Context: an optimization exercise on an open-source flow, tuned for small area and a short achievable clock period. The choices shown serve that exercise and are no tape-out recipe. In this exercise RTL edits were held to simulation tests only and were not proved equivalent to the original. No activity file was given, so power comes from the tool's default toggle rates.

## flow/design.v (module list and top-level ports; edited modules follow where they fit)
// module fa_cell: 4 lines
// module ha_cell: 4 lines
// module hai_cell: 4 lines
// module ALU_TOP: 2085 lines
module ALU_TOP #(parameter width_top = 16) (A, B, ALU_FUN,
    CLK,RST,
    ARITH_OUT,
    LOGIC_OUT,
    CMP_OUT,
    SHIFT_OUT,
    CARRY_OUT,
    ARITH_FLAG_OUT,
    LOGIC_FLAG_OUT,
    CMP_FLAG_OUT,
    SHIFT_FLAG_OUT
    );
  // ...
==> flow/run.sh <==
#!/bin/bash
# synth_recipe.tcl (not shown) runs the flow's synth.tcl, then flattens the netlist and writes it again
# the make line also repeats each setting of config.mk as NAME=value (left out here)
make -C /OpenROAD-flow-scripts/flow DESIGN_CONFIG=/design/flow/config.mk WORK_HOME=/design/flow/orfs CLKGATE_MAP_FILE= SYNTH_SCRIPT=/design/flow/synth_recipe.tcl finish
==> flow/config.mk <==
export PLATFORM = sky130hd
export DESIGN_NAME = ALU_TOP
export DESIGN_NICKNAME = ALU_TOP
export VERILOG_FILES = /design/flow/design.v
export SDC_FILE = /design/flow/constraint.sdc
export NUM_CORES = 4
export LEC_CHECK = 0
export CAP_MARGIN = 20
export CORE_MARGIN = 2
export CORE_UTILIZATION = 40
export SLEW_MARGIN = 20
export SYNTH_HIERARCHICAL = 1
==> flow/constraint.sdc <==
create_clock -name core_clock -period 130.0 [get_ports {CLK}]
set_input_delay 26.0000 -clock core_clock [delete_from_list [all_inputs] [get_ports {CLK}]]
set_output_delay 26.0000 -clock core_clock [all_outputs]
set_load 0.01 [all_outputs]
==> impl_metrics.yaml, run 1 <==
status:
  outcome: "finished clean"
floorplanning:
  start_util_pct: 40.3
  ios: 171
  core_mm2: 0.0406
pwr:
  p_clk_share_pct: 6.8
  sequentialPowerShare_pct: 8.6
  p_comb_uw: 190
logic_synthesis:
  synth_top_family_by_area: "adder cells"
  post-synth-top-count-cell: "nand2_1"
  postSynthRegisterBits: 56
  synthMuxAreaShare_pct: 5.07
  syn_inst: 1785
  ys.flop_type: "dfxtp_1"
  yosysTopAreaCell: "fa_1"
finish:
  finalNetCount: 2312
  drive_above_1_share_pct: 6.44
  final-clk-cell-share_pct: 0.865
  multi_input_area_share_pct: 78.4
  diodes: 0
  fillers: 3917
  seq_cell_count: 56
worst_setup_path:
  crit_buf_inv: 5
  cp-end-kind: "primary output"
timing:
  tns_ps: 0
  max_slew_margin_pct: 35.6
grt:
  gr-usage-all-layers_pct: 24.4
  grt_max_degree: 44
  grt_pass1_vias: 14000
  antenna_found_initial: 0
clocking:
  htreeDepth: 2
  cts-buffers-inserted: 5
placement:
  place_hpwl_um: 37700
  dp_cells: 2373
drt:
  via_per_inst: 5.57
  route.top_layer_used: "met4"
  wl_met1_um: 20800
  route.detailed.drc: 0
  via_count: 13300
==> inputs of run 2 (changes only) <==
==> flow/flow/run.sh (new file) <==
#!/bin/bash
# Own layout flow: the standard flow (standard.sh), except that the port
# buffers are sky130_fd_sc_hd__buf_1 instead of the flow's default choice.
# The whole make run's output goes to flow_make.log; ORFS keeps each step's
# log under orfs/logs/.
set -euo pipefail
export BUFFER_PORTS_ARGS="-buffer_cell sky130_fd_sc_hd__buf_1"
bash standard.sh > flow_make.log 2>&1
==> flow/standard.sh (new file) <==
#!/bin/bash
# synth_recipe.tcl (not shown) runs the flow's synth.tcl, then flattens the netlist and writes it again
# the make line also repeats each setting of config.mk as NAME=value (left out here)
make -C /OpenROAD-flow-scripts/flow DESIGN_CONFIG=/design/flow/config.mk WORK_HOME=/design/flow/orfs CLKGATE_MAP_FILE= SYNTH_SCRIPT=/design/flow/synth_recipe.tcl "${@:-finish}"
removed: flow/run.sh
==> run 2 against run 1 <==
Net effect:
- global-route usage down 0.87 points
- area after synthesis unchanged
- sequential share of layout area up 0.29 points
- synthesized cell count unchanged
- via count down 0.57%
- clock power about the same
- largest cell class unchanged
==> impl_metrics.yaml, run 2 <==
worst_setup_path:
  cp-end-kind: "primary output"
  critPathKind: "reg2out"
  cp.arrival_ps: 16760
  critPathMaxFanout: 22
  crit_buf_inv: 4
  slowest_stage: "dfxtp_1"
  cp_slowest_stage_delay_ps: 850
  crit_path_end: "ARITH_OUT[0]"
  start_kind: "register"
  crit_family: "compound AO/OA/AOI/OAI gates"
  crit_required_ps: 104000
  cp.depth: 59
  startpoint: "b_r[5]"
  cp_common_cell: "a21oi_1"
pwr:
  leakage_uw: 0.00716
  ir_drop_uv: 14.4
  swShare_pct: 50.4
  p_comb_share_pct: 84.2
  sequentialPowerShare_pct: 8.9
  p_per_area_mw_per_mm2: 12.4
  p_clk_share_pct: 6.9
  intPower_uw: 106
  power.switching_uw: 108
logic_synthesis:
  synth_area_leaders: "fa_1 (37%), ha_1 (9.6%), nand2_1 (7.2%)"
  post-synth-top-count-cell: "nand2_1"
  syn_area_mm2: 0.0164
  synth_common_cells: "nand2_1 (316), fa_1 (301), ha_1 (125)"
  yosysTopAreaCellShare_pct: 36.8
  synth-compound-area-share_pct: 12.5
  avgSynthCellArea_um2: 9.17
  synth-xor-area-share_pct: 4.01
  yosysTopAreaCell: "fa_1"
  synthMuxAreaShare_pct: 5.07
  yosys_warnings: 7
  async_flop_share_pct: 7.14
  postSynthRegisterBits: 56
  synth_top_family_by_area: "adder cells"
  synth-simple-area-share_pct: 16.2
  ys_seq_area_share_pct: 6.97
  synth_cell_types: 80
  ys.flop_type: "dfxtp_1"
  synth-adder-area-share_pct: 47.3
  syn_inst: 1785
  synth_edf_count: 0
clocking:
  cts_setup_buffers: 0
  cts_hold_buf: 0
  clock-root-buffer: "clkbuf_16"
  cts_tree: "done"
  cts-buffers-inserted: 5
  clockBufferDepth: 2
  clkTransAtPathRegs_ps: 70
  cts_resized: 0
  clock-sinks: 56
  htreeDepth: 2
floorplanning:
  start_util_pct: 40.3
  ios: 171
  rows: 74
  die-area_mm2: 0.0426
  die_h_um: 206
  die_x_um: 206
  core_mm2: 0.0406
status:
  outcome: "finished clean"
grt:
  grt_pass1_wl_um: 77200
  grt_overflow_total: 0
  antenna_found_initial: 0
  gr-usage-all-layers_pct: 23.6
  grt_pass1_vias: 13900
  grt_max_degree: 74
finish:
  finalNetCount: 2311
  area_growth_pct: 5.54
  multi_input_area_mm2: 0.0142
  regArea_mm2: 0.00115
  final_area_mm2: 0.0173
  reg_top3: "a_r x16, b_r x16"
  diodes: 0
  drive_above_1_share_pct: 6.39
  fin_util_pct: 42.5
  layout_commonest_cell: "nand2_1"
  final_cell_mix: "nand2_1 (316), fa_1 (301), ha_1 (125), buf_1 (125), inv_1 (103)"
  fillers: 4025
drt:
  route.top_layer_used: "met4"
  via_count: 13200
  route.detailed.drc: 0
  first_pass_iters: 7
  final_antenna_net_count: 0
  drt-initial-drc-count: 946
  wl_met2_um: 23000
  wl_um: 48300
  wl_per_cell_um: 20.3
  via_per_inst: 5.54
  met3_length_um: 3630
  wl_met1_um: 20600
placement:
  port_buffers: 125
  finalWeightedCongestion: 0.904
  post_dp_cell_area_mm2: 0.0171
  place_hpwl_um: 36200
timing:
  max_slew_margin_pct: 33.5
  fmax_ghz: 0.0234
  tns_ps: 0
  rsz0062_at_grt: "false"
  min_period_over_period_pct: 32.9
  slew_viol_final: 0
  worstMarginPinSlew_ps: 998
  finalSetupViolations: 0
  finalHoldViolations: 0
  min_period_ps: 42760
min_path:
  hold_path.class: "in2async"
job:
  drv_cap: 0
run 2: cell counts after synthesis:
No cell type changed its count.
run 2: logic make-up after synthesis:
kind of cell,Yosys count
flip-flops,56
buffers and inverters,274
multiplexers,63
AO/OA/AOI/OAI,285
other,2
AND/OR/NAND/NOR,588
adder cells (fa/ha/maj),442
XOR/XNOR,75
run 2: per-stage QoR:
stage          hold slack [ps]  std cells  worst slack [ps]  power, µW
2_1_floorplan            25700       1845             90030        145
3_3_place_gp             25830       2372             88270        195
3_5_place_dp             25840       2372             87830        196
4_1_cts                  25500       2380             87430        215
5_1_grt                  25520       2380             86050        239
6_report                 25500       2380             87240        214
run 2: worst min path at each step:
stage | start | endpoint | cells after the start
after global routing | RST | cmp_flag | 1
after CTS | RST | logic_flag | 1
after global placement | RST | cmp_flag | 1
after floorplan | RST | arith_flag | 0
final | RST | shift_flag | 1
after detailed placement | RST | cmp_flag | 1
run 2: layer usage:
layer,global-route usage [%],up-vias
met5,0,-
met3,4.04,64
met4,6.99,0
li1,-,5939
met2,38.7,519
met1,31.8,6658
run 2: per-module statistics from Yosys (local to each module, per instance):
module | cells | times used | flip-flops and latches
ALU_TOP | 1524 | 1 | 56
hai_cell | 5 | 1 | 0
fa_cell | 1 | 256 | 0
run 2: cell type report:
| type | instances | area share, % |
|---|---|---|
| Multi-Input combinational cell | 1515 | 82.0 |
| Sequential cell | 56 | 6.63 |
| Timing Repair Buffer | 161 | 4.28 |
| Tap cell | 532 | 3.85 |
| Inverter | 108 | 2.35 |
| Clock buffer | 5 | 0.724 |
| Clock inverter | 3 | 0.145 |
run 2: power groups by stage:
stage	logic [µW]	registers (µW)	clock network, µW
finish	180	19.1	14.8
global route	204	19.2	15.7
CTS	181	19.0	15.2
detailed placement	177	19.5	0
global placement	175	19.4	0
floorplan	126	19.2	0
==> inputs of run 3 (changes only) <==
--- a/flow/flow/run.sh
+++ b/flow/flow/run.sh
@@ -6,3 +6,4 @@
 set -euo pipefail
 export BUFFER_PORTS_ARGS="-buffer_cell sky130_fd_sc_hd__buf_1"
+export SETUP_SLACK_MARGIN=89
 bash standard.sh > flow_make.log 2>&1
==> run 3 against run 2 <==
Net effect:
- critical endpoint unchanged
- count of clock-buffer cells in the layout unchanged
- power rose by 0.83%
- hold slack about the same
- via count is 1.8% higher
- sequential share of layout area down 0.14 points
- area after synthesis unchanged
- first-iteration DRC count up 5.0%
- design area increased by 2.5%
- die area unchanged
- still clean on timing, DRC and antenna
- worst setup slack improved by 2400 ps
- utilization grew 1.0 points
- final cell count up 0.88%
==> impl_metrics.yaml, run 3 <==
status:
  outcome: "finished clean"
logic_synthesis:
  syn_inst: 1785
  postSynthRegisterBits: 56
  synth_common_cells: "nand2_1 (316), fa_1 (301), ha_1 (125)"
  yosysTopAreaCell: "fa_1"
  synth_cell_types: 80
  syn_area_mm2: 0.0164
  async_flop_share_pct: 7.14
  avgSynthCellArea_um2: 9.17
  yosysTopAreaCellShare_pct: 36.8
  ys.flop_type: "dfxtp_1"
  synth_area_leaders: "fa_1 (37%), ha_1 (9.6%), nand2_1 (7.2%)"
  synth_edf_count: 0
  post-synth-top-count-cell: "nand2_1"
  ys_seq_area_share_pct: 6.97
  yosys_warnings: 7
drt:
  final_antenna_net_count: 0
  first_pass_iters: 5
  wl_um: 49000
  via_count: 13400
  route.detailed.drc: 0
  wl_per_cell_um: 20.4
  via_per_inst: 5.59
  drt-initial-drc-count: 993
finish:
  fin_util_pct: 43.6
  area_growth_pct: 8.15
  layout_commonest_cell: "nand2_1"
  finalNetCount: 2332
  drive_above_1_share_pct: 9.52
  diodes: 0
  final_cell_mix: "nand2_1 (313), fa_1 (301), ha_1 (125)"
  fillers: 3993
  reg_top3: "a_r x16, b_r x16"
  fin_cells: 2401
floorplanning:
  die-area_mm2: 0.0426
  ios: 171
  rows: 74
  core_mm2: 0.0406
  start_util_pct: 40.3
  die_h_um: 206
  die_x_um: 206
worst_setup_path:
  cp.arrival_ps: 14370
  critPathMaxFanout: 21
  cp_common_cell: "ha_1"
  start_kind: "register"
  critPathKind: "reg2out"
  slowest_stage: "fa_1"
  cp_slowest_stage_delay_ps: 450
  crit_required_ps: 104000
  cp-end-kind: "primary output"
clocking:
  htreeDepth: 2
  clockBufferDepth: 2
  clock-root-buffer: "clkbuf_16"
  cts-buffers-inserted: 5
  clock-sinks: 56
  clkTransAtPathRegs_ps: 90
  cts_hold_buf: 0
  cts_tree: "done"
timing:
  min_period_over_period_pct: 31.1
  fmax_ghz: 0.0248
  hold_slack_ps: 25500
  finalSetupViolations: 0
  slew_viol_final: 0
  tns_ps: 0
  finalHoldViolations: 0
  rsz0062_at_grt: "false"
  max_slew_margin_pct: 33.8
  finalWorstSetupSlack_ps: 89630
  worstMarginPinSlew_ps: 993
  min_period_ps: 40370
job:
  drv_cap: 0
grt:
  grt_max_degree: 74
  grt_pass1_wl_um: 77400
  grt_pass1_vias: 14000
  gr-usage-all-layers_pct: 23.6
  antenna_found_initial: 0
  grt_overflow_total: 0
placement:
  dp_worst_setup_slack_ps: 87830
  finalWeightedCongestion: 0.904
  port_buffers: 125
  dp_cells: 2372
  place_hpwl_um: 36200
pwr:
  ir_drop_uv: 14.3
  p_per_area_mw_per_mm2: 12.2
  leakage_uw: 0.00729
min_path:
  hold_path.class: "in2async"
## run 3: routing by layer
layer	global-route usage [%]	up-vias	part of all wire, %	wire length (µm)
met5	0	-	0	0
met4	7.27	0	2.6	1250
met3	3.99	73	8.0	3910
met2	38.9	572	48	23300
met1	31.8	6792	42	20500
li1	-	5983	-	-
## run 3: power breakdown
| part | internal [µW] | switching, µW |
|---|---|---|
| Sequential | 17.9 | 1.12 |
| Combinational | 82.0 | 100 |
| Clock | 7.32 | 7.34 |
## run 3: how the worst max path moves through the flow
stage | start | to | slack [ps] | depth (start not counted)
after floorplan | b_r[1] | ARITH_OUT[0] | 90030 | 60
after global placement | b_r[5] | ARITH_OUT[0] | 88270 | 58
after detailed placement | b_r[5] | ARITH_OUT[0] | 87830 | 57
after CTS | b_r[1] | ARITH_OUT[0] | 89060 | 59
after global routing | a_r[6] | ARITH_OUT[0] | 88990 | 60
final | a_r[6] | ARITH_OUT[0] | 89630 | 61
## run 3: final cells by class
cell class,count,area [µm²],area share [%]
clock inverters,3,25.0,0.141
well taps,532,666,3.76
repair buffers,182,940,5.31
clock buffers,5,125,0.707
multi-input cells,1515,14400,81.2
flip-flops and latches,56,1150,6.49
inverters,108,417,2.35
## run 3: timing repair
action | 4_1_cts | 5_1_grt
pin swaps | 1 | 7
resized for setup | 17 | 53
cloned | 0 | 1
setup endpoints to repair | 10 | 11
buffers inserted | 4 | 16
endpoints found under the hold margin | 0 | 0
## run 3: worst max-delay path, delay by kind of cell, from the launching register on
kind / cells / cell delay [ps]
buf+inv: 6 / 890
simple gates: 12 / 2390
compound gates: 33 / 7280
mux: 1 / 290
flops: 1 / 310
fa+ha+maj: 9 / 2860
## run 3: cells by family (layout without fill, tap and decap cells)
logic type	count (synthesis)	in the layout	share of synthesized area, %
simple gates	588	588	16.2
other cells	2	62	0.0459
compound gates	285	285	12.5
mux	63	63	5.07
flops	56	56	6.97
buf+inv	274	298	7.87
fa+ha+maj	442	442	47.3
xor+xnor	75	75	4.01
## run 3: metrics by stage
| stage | power (µW) | area (µm²) |
|---|---|---|
| final | 216 | 17700 |
| after global routing | 241 | 17700 |
| after CTS | 215 | 17400 |
| after detailed placement | 196 | 17100 |
| after global placement | 195 | 17100 |
| after floorplan | 145 | 16600 |
## run 3: Yosys stat by module (local to each module, per instance)
module | times used | area (µm²) | cells | flops+latches
hai_cell | 1 | 27.5 | 5 | 0
ALU_TOP | 1 | 11200 | 1524 | 56
fa_cell | 256 | 20.0 | 1 | 0
==> inputs of run 4 (changes only) <==
--- a/flow/flow/run.sh
+++ b/flow/flow/run.sh
@@ -6,4 +6,4 @@
 set -euo pipefail
 export BUFFER_PORTS_ARGS="-buffer_cell sky130_fd_sc_hd__buf_1"
-export SETUP_SLACK_MARGIN=89
+export SETUP_SLACK_MARGIN=91
 bash standard.sh > flow_make.log 2>&1
==> run 4 against run 3 <==
Net effect:
- still clean
- synthesized cell count unchanged
- die area did not move
- wire length up 9.6%
- worst setup slack gained 1400 ps
- power rose by 9.1%
- maximum frequency increased by 3.7%
- utilization increased by 4.4 points
- global-route usage grew 1.7 points
- design area up 10%
- sequential cell count unchanged
- clock power rose by 16%
- count of clock-buffer cells in the layout up 1
- critical path type unchanged
- largest cell class unchanged
- largest power group unchanged
- highest routed layer unchanged
==> impl_metrics.yaml, run 4 <==
status:
  outcome: "finished clean"
floorplanning:
  ios: 171
  rows: 74
  die-area_mm2: 0.0426
  die_x_um: 206
  start_util_pct: 40.3
  core_mm2: 0.0406
  die_h_um: 206
logic_synthesis:
  syn_inst: 1785
  async_flop_share_pct: 7.14
  postSynthRegisterBits: 56
  avgSynthCellArea_um2: 9.17
  yosys_warnings: 7
  ys_seq_area_share_pct: 6.97
  post-synth-top-count-cell: "nand2_1"
  yosysTopAreaCellShare_pct: 36.8
  synth_edf_count: 0
  synth_cell_types: 80
  ys.flop_type: "dfxtp_1"
  yosysTopAreaCell: "fa_1"
  syn_area_mm2: 0.0164
  synth_common_cells: "nand2_1 (316), fa_1 (301), ha_1 (125)"
  synth_area_leaders: "fa_1 (37%), ha_1 (9.6%), nand2_1 (7.2%)"
worst_setup_path:
  start_kind: "register"
  cp-end-kind: "primary output"
  cp.depth: 58
  slowest_stage: "a2111oi_4"
  cp_common_cell: "ha_1"
  cp_slowest_stage_delay_ps: 460
  crit_required_ps: 104000
  crit_family: "compound AO/OA/AOI/OAI gates"
  critPathMaxFanout: 11
  cp.arrival_ps: 12940
  critPathKind: "reg2out"
  crit_buf_inv: 7
finish:
  final_area_mm2: 0.0195
  reg_top3: "a_r x16, b_r x16"
  layout_commonest_cell: "nand2_1"
  fillers: 3778
  finalNetCount: 2439
  drive_above_1_share_pct: 20.8
  diodes: 0
  final_cell_mix: "nand2_1 (313), fa_1 (267), buf_4 (142)"
  area_growth_pct: 19.0
drt:
  via_per_inst: 5.66
  first_pass_iters: 5
  final_antenna_net_count: 0
  wl_um: 53700
  wl_per_cell_um: 21.4
  route.detailed.drc: 0
  via_count: 14200
  drt-initial-drc-count: 1039
grt:
  antenna_found_initial: 1
  gr-usage-all-layers_pct: 25.3
  grt_pass1_wl_um: 82700
  grt_overflow_total: 0
  grt_max_degree: 74
  grt_pass1_vias: 15000
clocking:
  clkTransAtPathRegs_ps: 70
  clock-root-buffer: "clkbuf_16"
  cts_tree: "done"
  cts-buffers-inserted: 5
  htreeDepth: 2
  clockBufferDepth: 2
  clock-sinks: 56
timing:
  hold_slack_ps: 25510
  finalSetupViolations: 0
  tns_ps: 0
  min_period_over_period_pct: 30.0
  min_period_ps: 38940
  fmax_ghz: 0.0257
  finalHoldViolations: 0
  worstMarginPinSlew_ps: 1010
  rsz0062_at_grt: "true"
  max_slew_margin_pct: 32.6
  slew_viol_final: 0
pwr:
  ir_drop_uv: 15.0
  p_comb_share_pct: 84.8
  sequentialPowerShare_pct: 8.0
  power.switching_uw: 113
  leakage_uw: 0.00802
  design_power_total_uw: 236
  p_clk_share_pct: 7.2
  swShare_pct: 48.2
  intPower_uw: 122
  p_per_area_mw_per_mm2: 12.1
min_path:
  hold_path.class: "in2async"
placement:
  port_buffers: 125
  post_dp_cell_area_mm2: 0.0172
  finalWeightedCongestion: 0.891
  place_hpwl_um: 36400
job:
  drv_cap: 0
-- run 4: cell counts after synthesis --
Identical to the previous run, type by type.
-- run 4: through the flow --
step                setup slack [ps]  utilization [%]  cells
floorplan                      91000                -   1845
global placement               88640             42.2   2369
detailed placement             88210             42.2   2369
CTS                            90940             45.8   2452
global route                   90580             47.9   2507
finish                         91060             47.9   2507
-- run 4: cell type report --
| type | instances | area, µm² | share of cell area [%] |
|---|---|---|---|
| clock buffer | 6 | 150 | 0.771 |
| clock inverter | 1 | 30.0 | 0.154 |
| inverter | 108 | 450 | 2.31 |
| multi-input combinational | 1515 | 15000 | 77.2 |
| sequential | 56 | 1180 | 6.06 |
| tap | 532 | 666 | 3.42 |
| timing repair buffer | 289 | 1970 | 10.1 |
-- run 4: cell families (layout without fill, tap and decap cells) --
family / after synthesis / in the layout / share of synthesized area (%)
compound gates: 285 / 285 / 12.5
xor+xnor: 75 / 75 / 4.01
fa+ha+maj: 442 / 442 / 47.3
buf+inv: 274 / 404 / 7.87
flops: 56 / 56 / 6.97
mux: 63 / 63 / 5.07
other cells: 2 / 62 / 0.0459
simple gates: 588 / 588 / 16.2
-- run 4: per-layer routing --
layer	global-route usage, %	routed length, µm
met5	0	0
met3	4.76	4550
met4	11.1	2500
met1	31.5	20900
met2	42.9	25800
-- run 4: worst paths after layout --
kind / endpoint / startpoint
setup / recovery: ARITH_OUT[0] / b_r[3]
hold / removal: shift_flag / RST
max in group asynchronous: cmp_flag / RST
min in group core_clock: a_r[5] / A[5]
-- run 4: what timing repair did --
item | 4_1_cts | 5_1_grt
resized for setup | 158 | 92
buffers inserted | 72 | 52
setup endpoints to repair | 16 | 13
pin swaps | 39 | 71
gates cloned | 4 | 3
hold buffers | 0 | 0
-- run 4: modules after synthesis (local to each module, per instance) --
module	cells	copies in the design	area [µm²]	flops+latches
hai_cell	5	1	27.5	0
fa_cell	1	256	20.0	0
ALU_TOP	1524	1	11200	56
-- run 4: power by group through the flow --
stage | Combinational [µW] | Sequential, µW | Clock [µW]
floorplan | 127 | 19.2 | 0
global placement | 174 | 19.7 | 0
detailed placement | 174 | 19.7 | 0
CTS | 194 | 18.8 | 17.6
global route | 226 | 18.9 | 17.9
finish | 200 | 18.8 | 17.0
==> inputs of run 5 (changes only) <==
--- a/flow/flow/run.sh
+++ b/flow/flow/run.sh
@@ -7,3 +7,4 @@
 export BUFFER_PORTS_ARGS="-buffer_cell sky130_fd_sc_hd__buf_1"
 export SETUP_SLACK_MARGIN=91
+export TNS_END_PERCENT=0
 bash standard.sh > flow_make.log 2>&1
==> run 5 against run 4 <==
Net effect:
- largest cell class unchanged
- worst setup slack better by 23 ps
- area after synthesis unchanged
- critical endpoint unchanged
- synthesized cell count unchanged
==> impl_metrics.yaml, run 5 <==
status:
  outcome: "finished clean"
timing:
  max_slew_margin_pct: 34.9
  finalSetupViolations: 0
  rsz0062_at_grt: "true"
  min_period_over_period_pct: 29.9
  min_period_ps: 38910
  fmax_ghz: 0.0257
  worstMarginPinSlew_ps: 966
  slew_viol_final: 0
  tns_ps: 0
  finalHoldViolations: 0
clocking:
  cts_tree: "done"
  clkTransAtPathRegs_ps: 80
  cts-buffers-inserted: 5
  htreeDepth: 2
  clockBufferDepth: 2
  clock-sinks: 56
  clock-root-buffer: "clkbuf_16"
finish:
  fillers: 3772
  drive_above_1_share_pct: 22.5
  area_growth_pct: 21.2
  final_area_mm2: 0.0198
  diodes: 0
  layout_commonest_cell: "nand2_1"
  reg_top3: "a_r x16, b_r x16"
  final_cell_mix: "nand2_1 (310), fa_1 (268), buf_4 (150)"
  finalNetCount: 2455
grt:
  gr-usage-all-layers_pct: 25.8
  top_usage_layer: "met2"
  use_met3_pct: 4.78
  grt_pass1_wl_um: 83600
  use_met2_pct: 43.0
  grt_max_degree: 60
  met1_usage_pct: 33.1
  grt_overflow_total: 0
  grt_pass1_vias: 14900
  antenna_found_initial: 1
logic_synthesis:
  postSynthRegisterBits: 56
  synth_area_leaders: "fa_1 (37%), ha_1 (9.6%), nand2_1 (7.2%)"
  synth_common_cells: "nand2_1 (316), fa_1 (301), ha_1 (125)"
  post-synth-top-count-cell: "nand2_1"
  yosys_warnings: 7
  synth_edf_count: 0
  syn_inst: 1785
  yosysTopAreaCell: "fa_1"
  async_flop_share_pct: 7.14
  ys_seq_area_share_pct: 6.97
  syn_area_mm2: 0.0164
  synth_cell_types: 80
  yosysTopAreaCellShare_pct: 36.8
  avgSynthCellArea_um2: 9.17
  ys.flop_type: "dfxtp_1"
drt:
  wl_um: 55200
  route.detailed.drc: 0
  final_antenna_net_count: 0
  first_pass_iters: 6
  via_per_inst: 5.71
  wl_per_cell_um: 21.9
  drt-initial-drc-count: 1037
  via_count: 14400
floorplanning:
  ios: 171
  core_mm2: 0.0406
  start_util_pct: 40.3
  die_h_um: 206
  die_x_um: 206
  die-area_mm2: 0.0426
  rows: 74
pwr:
  design_power_total_uw: 241
  p_per_area_mw_per_mm2: 12.2
  leakage_uw: 0.00812
  ir_drop_uv: 13.8
worst_setup_path:
  slowest_stage: "fa_1"
  critPathKind: "reg2out"
  critPathMaxFanout: 8
  cp_slowest_stage_delay_ps: 500
  start_kind: "register"
  crit_required_ps: 104000
  cp-end-kind: "primary output"
  cp.arrival_ps: 12910
  cp_common_cell: "a21o_1"
placement:
  post_dp_cell_area_mm2: 0.0172
  port_buffers: 125
  finalWeightedCongestion: 0.924
  place_hpwl_um: 36700
min_path:
  hold_path.class: "in2async"
job:
  drv_cap: 0
run 5: through the flow:
step | setup WS (ps) | hold slack, ps | instances | utilization (%)
4_1_cts | 90980 | 25500 | 2469 | 46.2
5_1_grt | 90690 | 25510 | 2524 | 48.8
6_report | 91090 | 25510 | 2524 | 48.8
3_3_place_gp | 88650 | 25840 | 2368 | 42.2
3_5_place_dp | 88050 | 25840 | 2368 | 42.2
2_1_floorplan | 90970 | 25700 | 1845 | -
run 5: kinds of logic after synthesis:
| kind of cell | synth area share, % |
|---|---|
| AO/OA/AOI/OAI | 12.5 |
| adder cells (fa/ha/maj) | 47.3 |
| buffers and inverters | 7.87 |
| other | 0.0459 |
| AND/OR/NAND/NOR | 16.2 |
| multiplexers | 5.07 |
| XOR/XNOR | 4.01 |
| flip-flops | 6.97 |
run 5: power breakdown:
part,switching [µW],internal (µW)
registers,1.09,17.9
logic,109,96.2
clock network,7.34,9.69
total,117,124
run 5: layout make-up:
class | count | area [µm²] | share of cell area (%)
clock buffers | 6 | 139 | 0.700
clock inverters | 2 | 38.8 | 0.196
inverters | 108 | 447 | 2.25
multi-input cells | 1516 | 15300 | 77.0
flip-flops and latches | 56 | 1180 | 5.97
well taps | 532 | 666 | 3.36
repair buffers | 304 | 2090 | 10.5
run 5: Yosys stat by module (local to each module, per instance):
module	flops+latches	area (µm²)	cells
hai_cell	0	27.5	5
ALU_TOP	56	11200	1524
fa_cell	0	20.0	1
run 5: path summary, 6_finish.rpt:
kind,start,to,slack (ps),cells after the start
max in group asynchronous,RST,logic_flag,104300,1
min in group core_clock,A[5],a_r[5],25760,1
hold / removal,RST,cmp_flag,25510,1
setup / recovery,b_r[1],ARITH_OUT[0],91090,61
run 5: critical path: cells and delay by family, from the launching register on:
family | cells | cell delay (ps)
AND/OR/NAND/NOR | 11 | 1310
adder cells (fa/ha/maj) | 8 | 2770
multiplexers | 2 | 620
buffers and inverters | 7 | 1010
AO/OA/AOI/OAI | 33 | 6370
flip-flops | 1 | 450
run 5: timing repair:
action	in CTS	in global routing
setup endpoints to repair	17	12
setup buffers	89	53
gates resized for setup	166	128
cloned	4	2
hold endpoints to repair	0	0
pin swaps	45	83
hold buffers	0	0
run 5: routing by layer:
metal / vias up / share of wire, %
li1: 6244 / -
met1: 7260 / 39
met2: 756 / 48
met3: 159 / 9.0
met4: 0 / 4.4
met5: - / 0
==> inputs of run 6 (changes only) <==
--- a/flow/flow/run.sh
+++ b/flow/flow/run.sh
@@ -6,5 +6,3 @@
 set -euo pipefail
 export BUFFER_PORTS_ARGS="-buffer_cell sky130_fd_sc_hd__buf_1"
-export SETUP_SLACK_MARGIN=91
-export TNS_END_PERCENT=0
 bash standard.sh > flow_make.log 2>&1
--- a/flow/config.mk
+++ b/flow/config.mk
@@ -8,5 +8,6 @@
 export CAP_MARGIN = 20
 export CORE_MARGIN = 2
-export CORE_UTILIZATION = 40
+export CORE_UTILIZATION = 60
+export PLACE_DENSITY = 0.72
 export SLEW_MARGIN = 20
 export SYNTH_HIERARCHICAL = 1
==> run 6 against run 5 <==
Net effect:
- critical path depth is 5 lower
- sequential share of layout area rose by 0.74 points
- design area shrank 14%
- count of clock-buffer cells in the layout shrank 1
- final cell count is 13% lower
- non-clock buffer count fell by 142
- sequential cell count did not move
- combinational power is 12% lower
- global-route usage up 8.2 points
- power shrank 10%
- maximum frequency is 8.4% lower
- worst setup slack got worse by 3600 ps
- largest cell class unchanged
==> impl_metrics.yaml, run 6 <==
grt:
  gr-usage-all-layers_pct: 34.1
  grt_pass1_vias: 14000
  grt_overflow_total: 0
  grt_pass1_wl_um: 75100
  antenna_found_initial: 0
  grt_max_degree: 68
pwr:
  leakage_uw: 0.00718
  ir_drop_uv: 12.4
  sequentialPowerShare_pct: 8.8
  power.switching_uw: 108
  intPower_uw: 108
  p_clk_share_pct: 7.7
  p_per_area_mw_per_mm2: 12.6
  p_comb_share_pct: 83.5
  swShare_pct: 50.2
logic_synthesis:
  synth_area_leaders: "fa_1 (37%), ha_1 (9.6%), nand2_1 (7.2%)"
  ys.flop_type: "dfxtp_1"
  post-synth-top-count-cell: "nand2_1"
  yosysTopAreaCell: "fa_1"
  synth-xor-area-share_pct: 4.01
  synth_cell_types: 80
  ys_seq_area_share_pct: 6.97
  yosys_warnings: 7
  synth-adder-area-share_pct: 47.3
  avgSynthCellArea_um2: 9.17
  synth_common_cells: "nand2_1 (316), fa_1 (301), ha_1 (125)"
  synth-simple-area-share_pct: 16.2
  postSynthRegisterBits: 56
  synth_top_family_by_area: "adder cells"
  synthMuxAreaShare_pct: 5.07
  synth_edf_count: 0
  syn_inst: 1785
  async_flop_share_pct: 7.14
  yosysTopAreaCellShare_pct: 36.8
  syn_area_mm2: 0.0164
  synth-compound-area-share_pct: 12.5
timing:
  finalWorstSetupSlack_ps: 87500
  min_period_ps: 42500
  worstMarginPinSlew_ps: 1040
  finalHoldViolations: 0
  slew_viol_final: 0
  min_period_over_period_pct: 32.7
  finalSetupViolations: 0
  tns_ps: 0
  fmax_ghz: 0.0235
  rsz0062_at_grt: "false"
  max_slew_margin_pct: 30.4
drt:
  via_count: 13400
  drt-initial-drc-count: 1158
  wl_per_cell_um: 21.4
  via_per_inst: 6.14
  final_antenna_net_count: 0
  route.detailed.drc: 0
  wl_um: 46900
  first_pass_iters: 5
worst_setup_path:
  slowest_stage: "dfxtp_1"
  start_kind: "register"
  cp_slowest_stage_delay_ps: 900
  critPathMaxFanout: 22
  crit_family: "compound AO/OA/AOI/OAI gates"
  cp.arrival_ps: 16500
  startpoint: "b_r[3]"
  critPathKind: "reg2out"
  cp-end-kind: "primary output"
  crit_required_ps: 104000
  crit_buf_inv: 4
finish:
  final_cell_mix: "nand2_1 (316), fa_1 (301), ha_1 (125), buf_1 (125), inv_1 (103)"
  drive_above_1_share_pct: 6.38
  multi_input_area_mm2: 0.0142
  area_growth_pct: 4.24
  fillers: 2242
  regArea_mm2: 0.00115
  finalNetCount: 2312
  layout_commonest_cell: "nand2_1"
  diodes: 0
  fin_util_pct: 63.5
  reg_top3: "a_r x16, b_r x16"
floorplanning:
  die_x_um: 169
  die-area_mm2: 0.0286
  die_h_um: 169
  core_mm2: 0.0269
  rows: 60
  ios: 171
  start_util_pct: 60.9
clocking:
  clock-root-buffer: "clkbuf_16"
  cts-buffers-inserted: 5
  htreeDepth: 2
  clock-sinks: 56
  cts_setup_buffers: 0
  cts_tree: "done"
  clkTransAtPathRegs_ps: 90
  clockBufferDepth: 2
  cts_resized: 0
  cts_hold_buf: 0
status:
  outcome: "finished clean"
min_path:
  hold_path.class: "in2async"
job:
  drv_cap: 0
placement:
  place_hpwl_um: 35400
  port_buffers: 125
  finalWeightedCongestion: 0.947
  dp_worst_setup_slack_ps: 88100
-- run 6: cell count changes in the layout (fill, tap and decap cells not counted), moves of 13 or more --
cell,before,now
buf_4,150,37
a21oi_1,31,49
a21oi_2,15,2
ha_1,107,125
buf_6,14,0
fa_1,268,301
o21ai_0,25,44
fa_2,33,0
inv_1,88,103
ha_4,17,0
-- run 6: worst max path at each step --
| stage | end | slack (ps) | cells past startpoint |
|---|---|---|---|
| floorplan | ARITH_OUT[0] | 90030 | 60 |
| global placement | ARITH_OUT[0] | 88580 | 57 |
| detailed placement | ARITH_OUT[0] | 88100 | 56 |
| CTS | ARITH_OUT[0] | 87680 | 56 |
| global route | ARITH_OUT[0] | 86170 | 58 |
| finish | ARITH_OUT[0] | 87500 | 56 |
-- run 6: area by class of cell --
| cell class | count | area share (%) |
|---|---|---|
| multi-input cells | 1515 | 83.0 |
| flip-flops and latches | 56 | 6.72 |
| repair buffers | 162 | 4.38 |
| well taps | 341 | 2.50 |
| inverters | 108 | 2.38 |
| clock buffers | 5 | 0.733 |
| clock inverters | 3 | 0.271 |
-- run 6: metrics by stage --
| stage | cell area (µm²) | hold slack, ps | cells | total power (µW) |
|---|---|---|---|---|
| 6_report | 17100 | 25500 | 2190 | 216 |
| 5_1_grt | 17100 | 25500 | 2190 | 239 |
| 4_1_cts | 17100 | 25500 | 2190 | 215 |
| 3_5_place_dp | 16900 | 25830 | 2182 | 195 |
| 3_3_place_gp | 16900 | 25830 | 2182 | 192 |
| 2_1_floorplan | 16600 | 25700 | 1845 | 145 |
-- run 6: logic make-up (layout without fill, tap and decap cells) --
kind of cell,count (synthesis),after routing
other,2,62
AO/OA/AOI/OAI,285,285
flip-flops,56,56
XOR/XNOR,75,75
AND/OR/NAND/NOR,588,588
adder cells (fa/ha/maj),442,442
buffers and inverters,274,278
multiplexers,63,63
-- run 6: metal layers --
metal  vias to the layer above  routed length, µm  share of wire (%)  GRT usage [%]
met5                         -                  0                  0              0
met4                         0               1900                4.0           13.1
met3                       123               4730                 10           8.33
met2                       721              22000                 47           54.9
met1                      6643              18300                 39           44.8
li1                       5951                  -                  -              -
-- run 6: Yosys stat by module (local to each module, per instance) --
module	flops+latches	cells
ALU_TOP	56	1524
hai_cell	0	5
fa_cell	0	1
-- run 6: power groups by stage --
stage          clock (µW)  sequential, µW  combinational (µW)
2_1_floorplan           0            19.2                 126
3_3_place_gp            0            19.3                 173
3_5_place_dp            0            19.3                 175
4_1_cts              16.9            18.9                 179
5_1_grt              17.4            19.1                 203
6_report             16.7            19.0                 180
==> inputs of run 7 (changes only) <==
--- a/flow/flow/run.sh
+++ b/flow/flow/run.sh
@@ -6,3 +6,4 @@
 set -euo pipefail
 export BUFFER_PORTS_ARGS="-buffer_cell sky130_fd_sc_hd__buf_1"
+export SETUP_SLACK_MARGIN=90
 bash standard.sh > flow_make.log 2>&1
==> run 7 against run 6 <==
Net effect:
- utilization up 4.7 points
- final cell count grew 2.7%
- power rose by 6.0%
- global-route usage up 1.0 points
- count of clock-buffer cells in the layout is the same
- clock power about the same
- sequential share of layout area decreased by 0.36 points
- largest power group unchanged
- combinational power is 7% higher
- synthesized cell count stayed put
- die area unchanged
- sequential cell count stayed put
- highest routed layer unchanged
==> impl_metrics.yaml, run 7 <==
status:
  outcome: "finished clean"
logic_synthesis:
  yosysTopAreaCellShare_pct: 36.8
  async_flop_share_pct: 7.14
  synth_common_cells: "nand2_1 (316), fa_1 (301), ha_1 (125)"
  syn_inst: 1785
  synth-adder-area-share_pct: 47.3
  synth_area_leaders: "fa_1 (37%), ha_1 (9.6%), nand2_1 (7.2%)"
  synth-xor-area-share_pct: 4.01
  postSynthRegisterBits: 56
  synth_edf_count: 0
  ys_seq_area_share_pct: 6.97
  post-synth-top-count-cell: "nand2_1"
  avgSynthCellArea_um2: 9.17
  synth-simple-area-share_pct: 16.2
  ys.flop_type: "dfxtp_1"
  synth_top_family_by_area: "adder cells"
  synth_cell_types: 80
  synth-compound-area-share_pct: 12.5
  yosysTopAreaCell: "fa_1"
  yosys_warnings: 7
  syn_area_mm2: 0.0164
  synthMuxAreaShare_pct: 5.07
timing:
  slew_viol_final: 0
  min_period_over_period_pct: 30.5
  rsz0062_at_grt: "false"
  finalWorstSetupSlack_ps: 90290
  worstMarginPinSlew_ps: 1070
  min_period_ps: 39710
  max_slew_margin_pct: 28.5
  finalSetupViolations: 0
  tns_ps: 0
  finalHoldViolations: 0
  fmax_ghz: 0.0252
pwr:
  p_per_area_mw_per_mm2: 12.5
  p_comb_share_pct: 84.4
  p_clk_share_pct: 7.3
  power.switching_uw: 113
  sequentialPowerShare_pct: 8.3
  leakage_uw: 0.00761
  ir_drop_uv: 14.3
  swShare_pct: 49.6
  intPower_uw: 115
worst_setup_path:
  cp.arrival_ps: 13710
  critPathKind: "reg2out"
  start_kind: "register"
  startpoint: "a_r[1]"
  crit_path_end: "ARITH_OUT[31]"
  cp-end-kind: "primary output"
  cp_common_cell: "fa_1"
  slowest_stage: "fa_1"
  critPathMaxFanout: 11
  cp_slowest_stage_delay_ps: 590
  crit_required_ps: 104000
clocking:
  clock-root-buffer: "clkbuf_16"
  clkTransAtPathRegs_ps: 80
  cts_hold_buf: 0
  htreeDepth: 2
  clockBufferDepth: 2
  cts_tree: "done"
  clock-sinks: 56
  cts-buffers-inserted: 5
floorplanning:
  die-area_mm2: 0.0286
  die_h_um: 169
  rows: 60
  start_util_pct: 60.9
  die_x_um: 169
  core_mm2: 0.0269
  ios: 171
min_path:
  hold_path.class: "in2async"
finish:
  layout_commonest_cell: "nand2_1"
  drive_above_1_share_pct: 14.4
  diodes: 0
  area_growth_pct: 12.0
  reg_top3: "a_r x16, b_r x16"
  final_cell_mix: "nand2_1 (313), fa_1 (289), buf_1 (124)"
  fin_util_pct: 68.2
  fin_cells: 2250
  finalNetCount: 2372
placement:
  dp_cells: 2182
  finalWeightedCongestion: 0.947
  port_buffers: 125
  dp_worst_setup_slack_ps: 88100
  place_hpwl_um: 35400
drt:
  final_antenna_net_count: 0
  first_pass_iters: 7
  route.detailed.drc: 0
  wl_per_cell_um: 22.4
  via_count: 14100
  wl_um: 50300
  via_per_inst: 6.28
  drt-initial-drc-count: 1303
grt:
  gr-usage-all-layers_pct: 35.1
  grt_pass1_vias: 14200
  grt_pass1_wl_um: 77100
  antenna_found_initial: 1
  grt_overflow_total: 0
  grt_max_degree: 68
job:
  drv_cap: 0
## run 7: cell count changes in the layout (fill, tap and decap cells not counted), moves of 7 or more
cell and delta:
a21oi_1 -10, a21oi_2 +7, buf_4 +43, clkinvlp_4 +7, dfxtp_1 -7, fa_1 -12
fa_2 +12, inv_1 -9, o21ai_0 -14, o21ai_1 +8
## run 7: final cells by class
class / count / area [µm²]
repair buffers: 221 / 1400
well taps: 341 / 427
inverters: 108 / 433
clock inverters: 3 / 46.3
fillers: 2100 / 8550
clock buffers: 5 / 125
flip-flops and latches: 56 / 1160
multi-input cells: 1516 / 14700
## run 7: worst max-delay path: cells and delay by family, from the launching register on
| kind | cells | cell delay, ps |
|---|---|---|
| compound gates | 1 | 130 |
| fa+ha+maj | 31 | 12370 |
| buf+inv | 2 | 300 |
| flops | 1 | 370 |
| simple gates | 2 | 200 |
## run 7: how the worst min path moves through the flow
stage	startpoint	slack (ps)	endpoint	cells after the start
3_5_place_dp	RST	25830	cmp_flag	1
2_1_floorplan	RST	25700	arith_flag	0
5_1_grt	RST	25500	logic_flag	1
6_report	RST	25500	arith_flag	1
3_3_place_gp	RST	25830	cmp_flag	1
4_1_cts	RST	25500	arith_flag	1
## run 7: per-stage QoR
step                      power [µW]  hold slack [ps]  cell area (µm²)
after floorplan                  145            25700            16600
after global placement           192            25830            16900
after detailed placement         195            25830            16900
after CTS                        221            25500            17500
after global routing             251            25500            18300
final                            229            25500            18300
## run 7: power groups by stage
stage / sequential (µW) / clock, µW / combinational (µW)
floorplan: 19.2 / 0 / 126
global placement: 19.3 / 0 / 173
detailed placement: 19.3 / 0 / 175
CTS: 19.0 / 16.9 / 185
global route: 19.2 / 17.5 / 214
finish: 19.1 / 16.6 / 193
## run 7: kinds of logic after synthesis
group                      count (synthesis)
and+or+nand+nor                          588
adders and majority gates                442
AOI/OAI and AO/OA                        285
buffers and inverters                    274
xor gates and xnor gates                  75
muxes                                     63
DFF                                       56
other                                      2
## run 7: metal layers
metal | share of wire, % | GRT usage, %
met5 | 0 | 0
met1 | 37 | 46.0
met3 | 11 | 8.42
met4 | 4.5 | 13.2
met2 | 47 | 57.0
## run 7: modules after synthesis (local to each module, per instance)
| module | copies in the design | flip-flops and latches |
|---|---|---|
| hai_cell | 1 | 0 |
| fa_cell | 256 | 0 |
| ALU_TOP | 1 | 56 |
## run 7: timing repair
item | 4_1_cts | 5_1_grt
gates resized for setup | 79 | 94
cloned | 3 | 3
buffers inserted | 14 | 40
setup endpoints to repair | 14 | 12
pin swaps | 10 | 36
==> inputs of run 8 (changes only) <==
--- a/flow/flow/run.sh
+++ b/flow/flow/run.sh
@@ -6,4 +6,4 @@
 set -euo pipefail
 export BUFFER_PORTS_ARGS="-buffer_cell sky130_fd_sc_hd__buf_1"
-export SETUP_SLACK_MARGIN=90
+export SETUP_SLACK_MARGIN=88
 bash standard.sh > flow_make.log 2>&1
==> run 8 against run 7 <==
Net effect:
- maximum frequency is 3.5% lower
- wire length is 5.8% lower
- combinational power is 6% lower
- count of clock-buffer cells in the layout stayed put
- utilization is 4.1 points lower
- clock power hardly changed
- critical endpoint is now ARITH_OUT[0]
==> impl_metrics.yaml, run 8 <==
status:
  outcome: "finished clean"
drt:
  final_antenna_net_count: 0
  first_pass_iters: 5
  via_per_inst: 6.18
  wl_per_cell_um: 21.6
  wl_um: 47400
  drt-initial-drc-count: 1209
  route.detailed.drc: 0
  via_count: 13600
grt:
  gr-usage-all-layers_pct: 34.1
  grt_max_degree: 68
  grt_overflow_total: 0
  antenna_found_initial: 0
  grt_pass1_vias: 14000
  grt_pass1_wl_um: 75200
finish:
  regArea_mm2: 0.00115
  drive_above_1_share_pct: 7.53
  multi_input_area_mm2: 0.0142
  fin_cells: 2200
  layout_commonest_cell: "nand2_1"
  finalNetCount: 2322
  diodes: 0
  final_area_mm2: 0.0172
  fillers: 2226
  area_growth_pct: 5.17
  reg_top3: "a_r x16, b_r x16"
  final_cell_mix: "nand2_1 (316), fa_1 (301), ha_1 (125), buf_1 (125), inv_1 (101)"
clocking:
  clkTransAtPathRegs_ps: 70
  cts_hold_buf: 0
  cts_tree: "done"
  cts-buffers-inserted: 5
  clock-sinks: 56
  htreeDepth: 2
  clockBufferDepth: 2
  clock-root-buffer: "clkbuf_16"
logic_synthesis:
  async_flop_share_pct: 7.14
  syn_inst: 1785
  synth_area_leaders: "fa_1 (37%), ha_1 (9.6%), nand2_1 (7.2%)"
  synth_common_cells: "nand2_1 (316), fa_1 (301), ha_1 (125)"
  synth_cell_types: 80
  yosysTopAreaCell: "fa_1"
  avgSynthCellArea_um2: 9.17
  post-synth-top-count-cell: "nand2_1"
  yosys_warnings: 7
  postSynthRegisterBits: 56
  yosysTopAreaCellShare_pct: 36.8
  ys.flop_type: "dfxtp_1"
  syn_area_mm2: 0.0164
  ys_seq_area_share_pct: 6.97
  synth_edf_count: 0
timing:
  max_slew_margin_pct: 29.1
  rsz0062_at_grt: "true"
  min_period_ps: 41140
  min_period_over_period_pct: 31.6
  worstMarginPinSlew_ps: 1060
  tns_ps: 0
  fmax_ghz: 0.0243
  finalSetupViolations: 0
  slew_viol_final: 0
  finalHoldViolations: 0
pwr:
  p_per_area_mw_per_mm2: 12.6
  leakage_uw: 0.00724
  ir_drop_uv: 12.6
floorplanning:
  die-area_mm2: 0.0286
  die_x_um: 169
  ios: 171
  core_mm2: 0.0269
  start_util_pct: 60.9
  rows: 60
  die_h_um: 169
worst_setup_path:
  critPathMaxFanout: 26
  crit_required_ps: 104000
  critPathKind: "reg2out"
  cp_slowest_stage_delay_ps: 490
  cp_common_cell: "o21ai_0"
  cp.arrival_ps: 15140
  cp-end-kind: "primary output"
  start_kind: "register"
  slowest_stage: "a2111oi_4"
placement:
  finalWeightedCongestion: 0.947
  port_buffers: 125
  dp_cells: 2182
  post_dp_cell_area_mm2: 0.0169
  place_hpwl_um: 35400
job:
  drv_cap: 0
min_path:
  hold_path.class: "in2async"
run 8: power by group:
part | leakage, µW | internal [µW] | total, µW | switching (µW)
clock | 0.0000857 | 9.24 | 16.7 | 7.43
combinational | 0.00666 | 80.9 | 182 | 101
sequential | 0.000488 | 17.9 | 19.0 | 1.01
total | 0.00724 | 108 | 217 | 109
run 8: cells by family after synthesis:
family,synth area share [%]
flip-flops,6.97
other,0.0459
buffers and inverters,7.87
XOR/XNOR,4.01
AND/OR/NAND/NOR,16.2
multiplexers,5.07
AO/OA/AOI/OAI,12.5
adder cells (fa/ha/maj),47.3
run 8: path summary, 6_finish.rpt:
check	start	endpoint	slack [ps]	cells after the start
min in group core_clock	A[0]	a_r[0]	25760	1
max in group asynchronous	RST	arith_flag	104330	1
hold / removal	RST	arith_flag	25500	1
setup / recovery	b_r[4]	ARITH_OUT[0]	88860	57
run 8: through the flow:
step	utilization, %	hold WS [ps]	worst slack, ps	total power (µW)
after floorplan	-	25700	90030	145
after detailed placement	62.9	25830	88100	195
after CTS	63.5	25500	88150	215
after global placement	62.9	25830	88580	192
final	64.1	25500	88860	217
after global routing	64.1	25500	87870	240
run 8: final cells by class:
| type | count | share of cell area (%) |
|---|---|---|
| multi-input combinational | 1515 | 82.7 |
| timing repair buffer | 172 | 4.77 |
| sequential | 56 | 6.69 |
| clock inverter | 3 | 0.269 |
| inverter | 108 | 2.38 |
| clock buffer | 5 | 0.727 |
| tap | 341 | 2.48 |
run 8: modules after synthesis (local to each module, per instance):
module    cell area [µm²]  cells
ALU_TOP             11200   1524
hai_cell             27.5      5
fa_cell              20.0      1
run 8: timing repair:
| action | CTS | global route |
|---|---|---|
| buffers inserted | 0 | 10 |
| endpoints found under the setup margin | 1 | 11 |
| resized for setup | 3 | 17 |
| pin swaps | 0 | 1 |
run 8: per-layer routing:
layer | GRT usage, % | routed length (µm) | vias to the layer above
met5 | 0 | 0 | -
met3 | 8.35 | 4850 | 130
li1 | - | - | 5977
met4 | 13.2 | 2010 | 0
met1 | 44.8 | 18300 | 6720
met2 | 54.9 | 22200 | 761
run 8: worst max-delay path: cells and delay by family, from the launching register on:
family,cells,cell delay [ps]
buffers and inverters,6,1480
flip-flops,1,320
adder cells (fa/ha/maj),7,2560
AND/OR/NAND/NOR,11,1990
AO/OA/AOI/OAI,31,7590
multiplexers,2,800
==> inputs of run 9 (changes only) <==
==> flow/flow/run.sh (replaced) <==
#!/bin/bash
# Own layout flow: the standard flow (standard.sh) with two changes made
# through the environment the ORFS scripts read:
#  - the port buffers are sky130_fd_sc_hd__buf_1 instead of the flow's
#    default choice (every input and output port still gets its buffer);
#  - repair_timing aims for 89 ns of setup slack instead of 0, so that it
#    sizes up and buffers the longest paths (the SDC is unchanged).
# The make run's whole output goes to flow_make.log in this folder; ORFS keeps
# each step's full log under orfs/logs/.
set -euo pipefail
export BUFFER_PORTS_ARGS="-buffer_cell sky130_fd_sc_hd__buf_1"
export SETUP_SLACK_MARGIN=89
export RECOVER_POWER=80
bash standard.sh > flow_make.log 2>&1
==> run 9 against run 8 <==
Net effect:
- now fails the layout checks on max-capacitance violations, max-slew violations
- synthesized cell count unchanged
- critical path depth increased by 2
- wire length is 0.46% higher
- sequential cell count unchanged
- sequential share of layout area down 0.076 points
- worst setup slack lost 1600 ps
- hold slack about the same
- via count up 0.16%
- final cell count is 0.45% higher
- combinational power is essentially flat
- non-clock buffer count grew 10
- largest power group unchanged
==> impl_metrics.yaml, run 9 <==
status:
  outcome: "complete, but fails checks"
  check.faults: "max-capacitance violations, max-slew violations"
floorplanning:
  rows: 60
  core_mm2: 0.0269
  ios: 171
  die_x_um: 169
  die_h_um: 169
  start_util_pct: 60.9
  die-area_mm2: 0.0286
placement:
  port_buffers: 125
  finalWeightedCongestion: 0.947
  place_hpwl_um: 35400
timing:
  tns_ps: 0
  finalHoldViolations: 0
  finalSetupViolations: 0
  rsz0062_at_grt: "true"
  slew_viol_final: 189
  fmax_ghz: 0.0234
  max_slew_margin_pct: -146
  worstMarginPinSlew_ps: 3690
  min_period_over_period_pct: 32.9
  min_period_ps: 42740
pwr:
  swShare_pct: 50.2
  sequentialPowerShare_pct: 8.7
  power.switching_uw: 109
  ir_drop_uv: 12.5
  p_clk_share_pct: 7.7
  p_per_area_mw_per_mm2: 12.5
  design_power_total_uw: 218
  intPower_uw: 108
  p_comb_share_pct: 83.6
  leakage_uw: 0.00724
logic_synthesis:
  synth_area_leaders: "fa_1 (37%), ha_1 (9.6%), nand2_1 (7.2%)"
  postSynthRegisterBits: 56
  ys_seq_area_share_pct: 6.97
  yosysTopAreaCell: "fa_1"
  yosys_warnings: 7
  synth_edf_count: 0
  yosysTopAreaCellShare_pct: 36.8
  synth_common_cells: "nand2_1 (316), fa_1 (301), ha_1 (125)"
  syn_area_mm2: 0.0164
  avgSynthCellArea_um2: 9.17
  post-synth-top-count-cell: "nand2_1"
  async_flop_share_pct: 7.14
  ys.flop_type: "dfxtp_1"
  syn_inst: 1785
  synth_cell_types: 80
drt:
  wl_per_cell_um: 21.6
  final_antenna_net_count: 0
  route.detailed.drc: 0
  via_per_inst: 6.16
  via_count: 13600
  wl_um: 47600
  first_pass_iters: 5
  drt-initial-drc-count: 1046
finish:
  layout_commonest_cell: "nand2_1"
  reg_top3: "a_r x16, b_r x16"
  diodes: 0
  area_growth_pct: 6.15
  final_cell_mix: "nand2_1 (313), fa_1 (301), ha_1 (125)"
  finalNetCount: 2332
  drive_above_1_share_pct: 8.61
grt:
  grt_overflow_total: 0
  grt_max_degree: 68
  gr-usage-all-layers_pct: 34.2
  grt_pass1_vias: 14000
  grt_pass1_wl_um: 75400
  antenna_found_initial: 0
worst_setup_path:
  critPathMaxFanout: 26
  cp_slowest_stage_delay_ps: 1410
  critPathKind: "reg2out"
  cp-end-kind: "primary output"
  cp_common_cell: "a21o_1"
  crit_required_ps: 104000
  slowest_stage: "clkbuf_1"
  cp.arrival_ps: 16740
  start_kind: "register"
clocking:
  cts_tree: "done"
  cts-buffers-inserted: 5
  clock-root-buffer: "clkbuf_16"
  htreeDepth: 2
  clock-sinks: 56
  clkTransAtPathRegs_ps: 70
  clockBufferDepth: 2
job:
  drv_cap: 4
min_path:
  hold_path.class: "in2async"
-- run 9: logic make-up after synthesis --
kind of cell               Yosys count  share of synthesized area, %
AOI/OAI and AO/OA                  285                          12.5
xor gates and xnor gates            75                          4.01
adders and majority gates          442                          47.3
buffers and inverters              274                          7.87
DFF                                 56                          6.97
muxes                               63                          5.07
other                                2                        0.0459
and+or+nand+nor                    588                          16.2
-- run 9: per-layer routing --
metal | vias up | track usage (%) | part of all wire [%]
met3 | 140 | 8.37 | 11
met4 | 0 | 13.1 | 4.2
met2 | 765 | 55.1 | 47
met5 | - | 0 | 0
met1 | 6713 | 44.9 | 38
li1 | 5992 | - | -
-- run 9: per-module statistics from Yosys (local to each module, per instance) --
| module | cells | times used | flops+latches | area (µm²) |
|---|---|---|---|---|
| ALU_TOP | 1524 | 1 | 56 | 11200 |
| fa_cell | 1 | 256 | 0 | 20.0 |
| hai_cell | 5 | 1 | 0 | 27.5 |
-- run 9: final cells by class --
| type | count | area, µm² |
|---|---|---|
| Tap cell | 341 | 427 |
| Multi-Input combinational cell | 1515 | 14300 |
| Fill cell | 2242 | 9500 |
| Timing Repair Buffer | 182 | 893 |
| Clock inverter | 3 | 46.3 |
| Clock buffer | 5 | 125 |
| Sequential cell | 56 | 1150 |
| Inverter | 108 | 410 |
-- run 9: stage by stage --
step                setup WS, ps  utilization, %  std cells  hold WS [ps]  cell area (µm²)
finish                     87260            64.7       2210         25500            17400
CTS                        89050            63.8       2194         25500            17200
global placement           88580            62.9       2182         25830            16900
detailed placement         88100            62.9       2182         25830            16900
floorplan                  90030               -       1845         25700            16600
global route               86340            64.7       2210         25500            17400
-- run 9: power groups by stage --
stage,Sequential [µW],Combinational [µW],Clock (µW)
finish,19.0,182,16.7
global placement,19.3,173,0
CTS,18.9,179,16.9
floorplan,19.2,126,0
detailed placement,19.3,175,0
global route,19.1,205,17.5
-- run 9: worst paths after layout --
path                       startpoint      endpoint  slack [ps]  cells past startpoint
worst max-delay path           b_r[4]  ARITH_OUT[0]       87260                     59
min in group core_clock          A[0]        a_r[0]       25760                      1
worst min-delay path              RST    arith_flag       25500                      1
max in group asynchronous         RST    arith_flag      104330                      1
-- run 9: what timing repair did --
item	CTS	global route
pin swaps	1	4
endpoints found under the setup margin	7	11
hold buffers	0	0
setup buffers	4	16
gates resized for setup	14	51
-- run 9: critical path, delay by kind of cell (launching register included) --
family	cells	cell delay [ps]
AOI/OAI and AO/OA	32	7730
adders and majority gates	8	3140
buffers and inverters	6	2850
DFF	1	320
muxes	2	770
and+or+nand+nor	11	1560
==> inputs of run 10 (changes only) <==
--- a/flow/flow/run.sh
+++ b/flow/flow/run.sh
@@ -11,4 +11,3 @@
 export BUFFER_PORTS_ARGS="-buffer_cell sky130_fd_sc_hd__buf_1"
 export SETUP_SLACK_MARGIN=89
-export RECOVER_POWER=80
 bash standard.sh > flow_make.log 2>&1
==> run 10 against run 9 <==
Net effect:
- now clean on timing, DRC and antenna
- non-clock buffer count is the same
- sequential cell count unchanged
- clock power barely moved
- maximum frequency grew 5.5%
- sequential power hardly changed
- sequential share of layout area is essentially flat
- global-route usage unchanged
- critical path depth down 23
- first-iteration DRC count rose by 1.3%
- area after synthesis unchanged
- largest power group unchanged
==> impl_metrics.yaml, run 10 <==
drt:
  wl_per_cell_um: 21.6
  via_per_inst: 6.16
  final_antenna_net_count: 0
  via_count: 13600
  drt-initial-drc-count: 1060
  route.detailed.drc: 0
  first_pass_iters: 8
  wl_um: 47600
floorplanning:
  rows: 60
  die_x_um: 169
  ios: 171
  core_mm2: 0.0269
  start_util_pct: 60.9
  die-area_mm2: 0.0286
  die_h_um: 169
finish:
  regArea_mm2: 0.00115
  finalNetCount: 2332
  layout_commonest_cell: "nand2_1"
  final_area_mm2: 0.0174
  diodes: 0
  fillers: 2220
  reg_top3: "a_r x16, b_r x16"
  area_growth_pct: 6.53
  multi_input_area_mm2: 0.0144
  drive_above_1_share_pct: 9.31
  final_cell_mix: "nand2_1 (313), fa_1 (301), ha_1 (125), buf_1 (125), inv_1 (100)"
worst_setup_path:
  crit_buf_inv: 2
  startpoint: "b_r[4]"
  critPathKind: "reg2out"
  crit_family: "adder cells"
  crit_path_end: "ARITH_OUT[31]"
  slowest_stage: "fa_1"
  cp_common_cell: "fa_1"
  start_kind: "register"
  cp_slowest_stage_delay_ps: 590
  cp.depth: 36
  cp-end-kind: "primary output"
  cp.arrival_ps: 14520
  crit_required_ps: 104000
  critPathMaxFanout: 26
logic_synthesis:
  ys.flop_type: "dfxtp_1"
  syn_area_mm2: 0.0164
  synth_edf_count: 0
  synth_cell_types: 80
  synth_area_leaders: "fa_1 (37%), ha_1 (9.6%), nand2_1 (7.2%)"
  avgSynthCellArea_um2: 9.17
  syn_inst: 1785
  ys_seq_area_share_pct: 6.97
  post-synth-top-count-cell: "nand2_1"
  yosysTopAreaCell: "fa_1"
  synth_common_cells: "nand2_1 (316), fa_1 (301), ha_1 (125)"
  yosysTopAreaCellShare_pct: 36.8
  yosys_warnings: 7
  postSynthRegisterBits: 56
  async_flop_share_pct: 7.14
pwr:
  intPower_uw: 109
  p_clk_share_pct: 7.6
  leakage_uw: 0.00729
  ir_drop_uv: 12.5
  power.switching_uw: 110
  p_comb_share_pct: 83.7
  swShare_pct: 50.2
  sequentialPowerShare_pct: 8.7
  p_per_area_mw_per_mm2: 12.5
clocking:
  cts_tree: "done"
  clock-root-buffer: "clkbuf_16"
  cts_hold_buf: 0
  clock-sinks: 56
  clkTransAtPathRegs_ps: 70
  clockBufferDepth: 2
  htreeDepth: 2
  cts-buffers-inserted: 5
timing:
  rsz0062_at_grt: "true"
  slew_viol_final: 0
  fmax_ghz: 0.0247
  max_slew_margin_pct: 29.8
  min_period_over_period_pct: 31.2
  tns_ps: 0
  finalHoldViolations: 0
  worstMarginPinSlew_ps: 1050
  finalSetupViolations: 0
  min_period_ps: 40520
grt:
  antenna_found_initial: 0
  grt_pass1_wl_um: 75400
  grt_pass1_vias: 14000
  gr-usage-all-layers_pct: 34.2
  grt_overflow_total: 0
  grt_max_degree: 68
min_path:
  hold_path.class: "in2async"
job:
  drv_cap: 0
placement:
  port_buffers: 125
  post_dp_cell_area_mm2: 0.0169
  finalWeightedCongestion: 0.947
  place_hpwl_um: 35400
status:
  outcome: "finished clean"
run 10: changes by cell type in the layout (fill, tap and decap cells not counted), sizes merged:
cell	change
buf	+14
clkbuf	-14
run 10: what timing repair did:
action                     in CTS  in global routing
resized for setup              14                 51
pin swaps                       1                  4
setup endpoints to repair       7                 11
buffers inserted                4                 16
cloned                          0                  0
run 10: worst min path at each step:
stage | slack, ps | to | start | cells past startpoint
floorplan | 25700 | arith_flag | RST | 0
global placement | 25830 | cmp_flag | RST | 1
detailed placement | 25830 | cmp_flag | RST | 1
CTS | 25500 | arith_flag | RST | 1
global route | 25500 | logic_flag | RST | 1
finish | 25500 | arith_flag | RST | 1
run 10: power groups by stage:
stage          combinational, µW  clock, µW  sequential, µW
2_1_floorplan                126          0            19.2
3_3_place_gp                 173          0            19.3
3_5_place_dp                 175          0            19.3
4_1_cts                      179       16.9            18.9
5_1_grt                      205       17.5            19.1
6_report                     183       16.7            19.0
run 10: cell families (layout without fill, tap and decap cells):
| logic type | Yosys count | count (layout) | synth area share [%] |
|---|---|---|---|
| mux | 63 | 63 | 5.07 |
| fa+ha+maj | 442 | 442 | 47.3 |
| simple gates | 588 | 588 | 16.2 |
| flops | 56 | 56 | 6.97 |
| other cells | 2 | 62 | 0.0459 |
| compound gates | 285 | 285 | 12.5 |
| buf+inv | 274 | 298 | 7.87 |
| xor+xnor | 75 | 75 | 4.01 |
run 10: final cells by class:
| class | instances | area share, % |
|---|---|---|
| Timing Repair Buffer | 182 | 5.25 |
| Sequential cell | 56 | 6.62 |
| Clock inverter | 3 | 0.265 |
| Clock buffer | 5 | 0.717 |
| Inverter | 108 | 2.37 |
| Tap cell | 341 | 2.45 |
| Multi-Input combinational cell | 1515 | 82.3 |
run 10: metal layers:
| metal | part of all wire (%) | wire length [µm] | global-route usage, % | vias up |
|---|---|---|---|---|
| met2 | 47 | 22400 | 55.1 | 759 |
| met5 | 0 | 0 | 0 | - |
| li1 | - | - | - | 5985 |
| met1 | 39 | 18400 | 44.9 | 6743 |
| met4 | 4.3 | 2030 | 13.1 | 0 |
| met3 | 10 | 4850 | 8.37 | 135 |
run 10: Yosys stat by module, one instance, submodules excluded:
module    flops+latches  area, µm²
ALU_TOP              56      11200
hai_cell              0       27.5
fa_cell               0       20.0
run 10: per-stage QoR:
stage / instances / utilization (%) / hold WS [ps] / setup WS, ps / total power [µW]
after floorplan: 1845 / - / 25700 / 90030 / 145
after global placement: 2182 / 62.9 / 25830 / 88580 / 192
after detailed placement: 2182 / 62.9 / 25830 / 88100 / 195
after CTS: 2194 / 63.8 / 25500 / 89050 / 215
after global routing: 2210 / 64.9 / 25500 / 88970 / 241
final: 2210 / 64.9 / 25500 / 89480 / 218

static timing again, ports no longer ideal:
The flow's constraints put no driver on any port. The routed layouts listed below were extracted and timed again, unchanged, in two steps.
Step 1 assumes that a clkbuf_16 drives the clock port and a buf_2 every other input.
Step 2 times the ports against the registers' clock, not the clock port: input delays grow and output delays shrink by t, the midpoint of the rising clock arrivals with the driver on.
Three values: ideal ports, drivers, drivers and shift; two values: the first two.
| run | t, ns | setup slack, ns | hold WS [ns] | slew at the worst register clock pin (ns) |
|---|---|---|---|---|
| run 1 | 0.360 | 86.983 / 86.936 / 87.296 | 25.879 / 25.861 / 26.221 | 0.08 / 0.08 |
| run 2 | 0.359 | 87.244 / 87.200 / 87.559 | 25.502 / 25.484 / 25.843 | 0.09 / 0.09 |
| run 3 | 0.359 | 89.632 / 89.588 / 89.874 | 25.502 / 25.483 / 25.842 | 0.09 / 0.09 |
| run 4 | 0.352 | 91.063 / 91.016 / 91.317 | 25.509 / 25.504 / 25.856 | 0.08 / 0.08 |
| run 5 | 0.360 | 91.086 / 91.039 / 91.270 | 25.506 / 25.499 / 25.860 | 0.09 / 0.09 |
| run 6 | 0.357 | 87.503 / 87.459 / 87.816 | 25.497 / 25.481 / 25.838 | 0.09 / 0.09 |
| run 7 | 0.356 | 90.286 / 90.241 / 90.535 | 25.500 / 25.484 / 25.840 | 0.09 / 0.09 |
| run 8 | 0.358 | 88.858 / 88.813 / 88.907 | 25.497 / 25.481 / 25.839 | 0.09 / 0.09 |
| run 9 | 0.358 | 87.259 / 87.214 / 87.572 | 25.497 / 25.479 / 25.837 | 0.09 / 0.09 |
| run 10 | 0.358 | 89.482 / 89.437 / 89.720 | 25.499 / 25.482 / 25.840 | 0.09 / 0.09 |
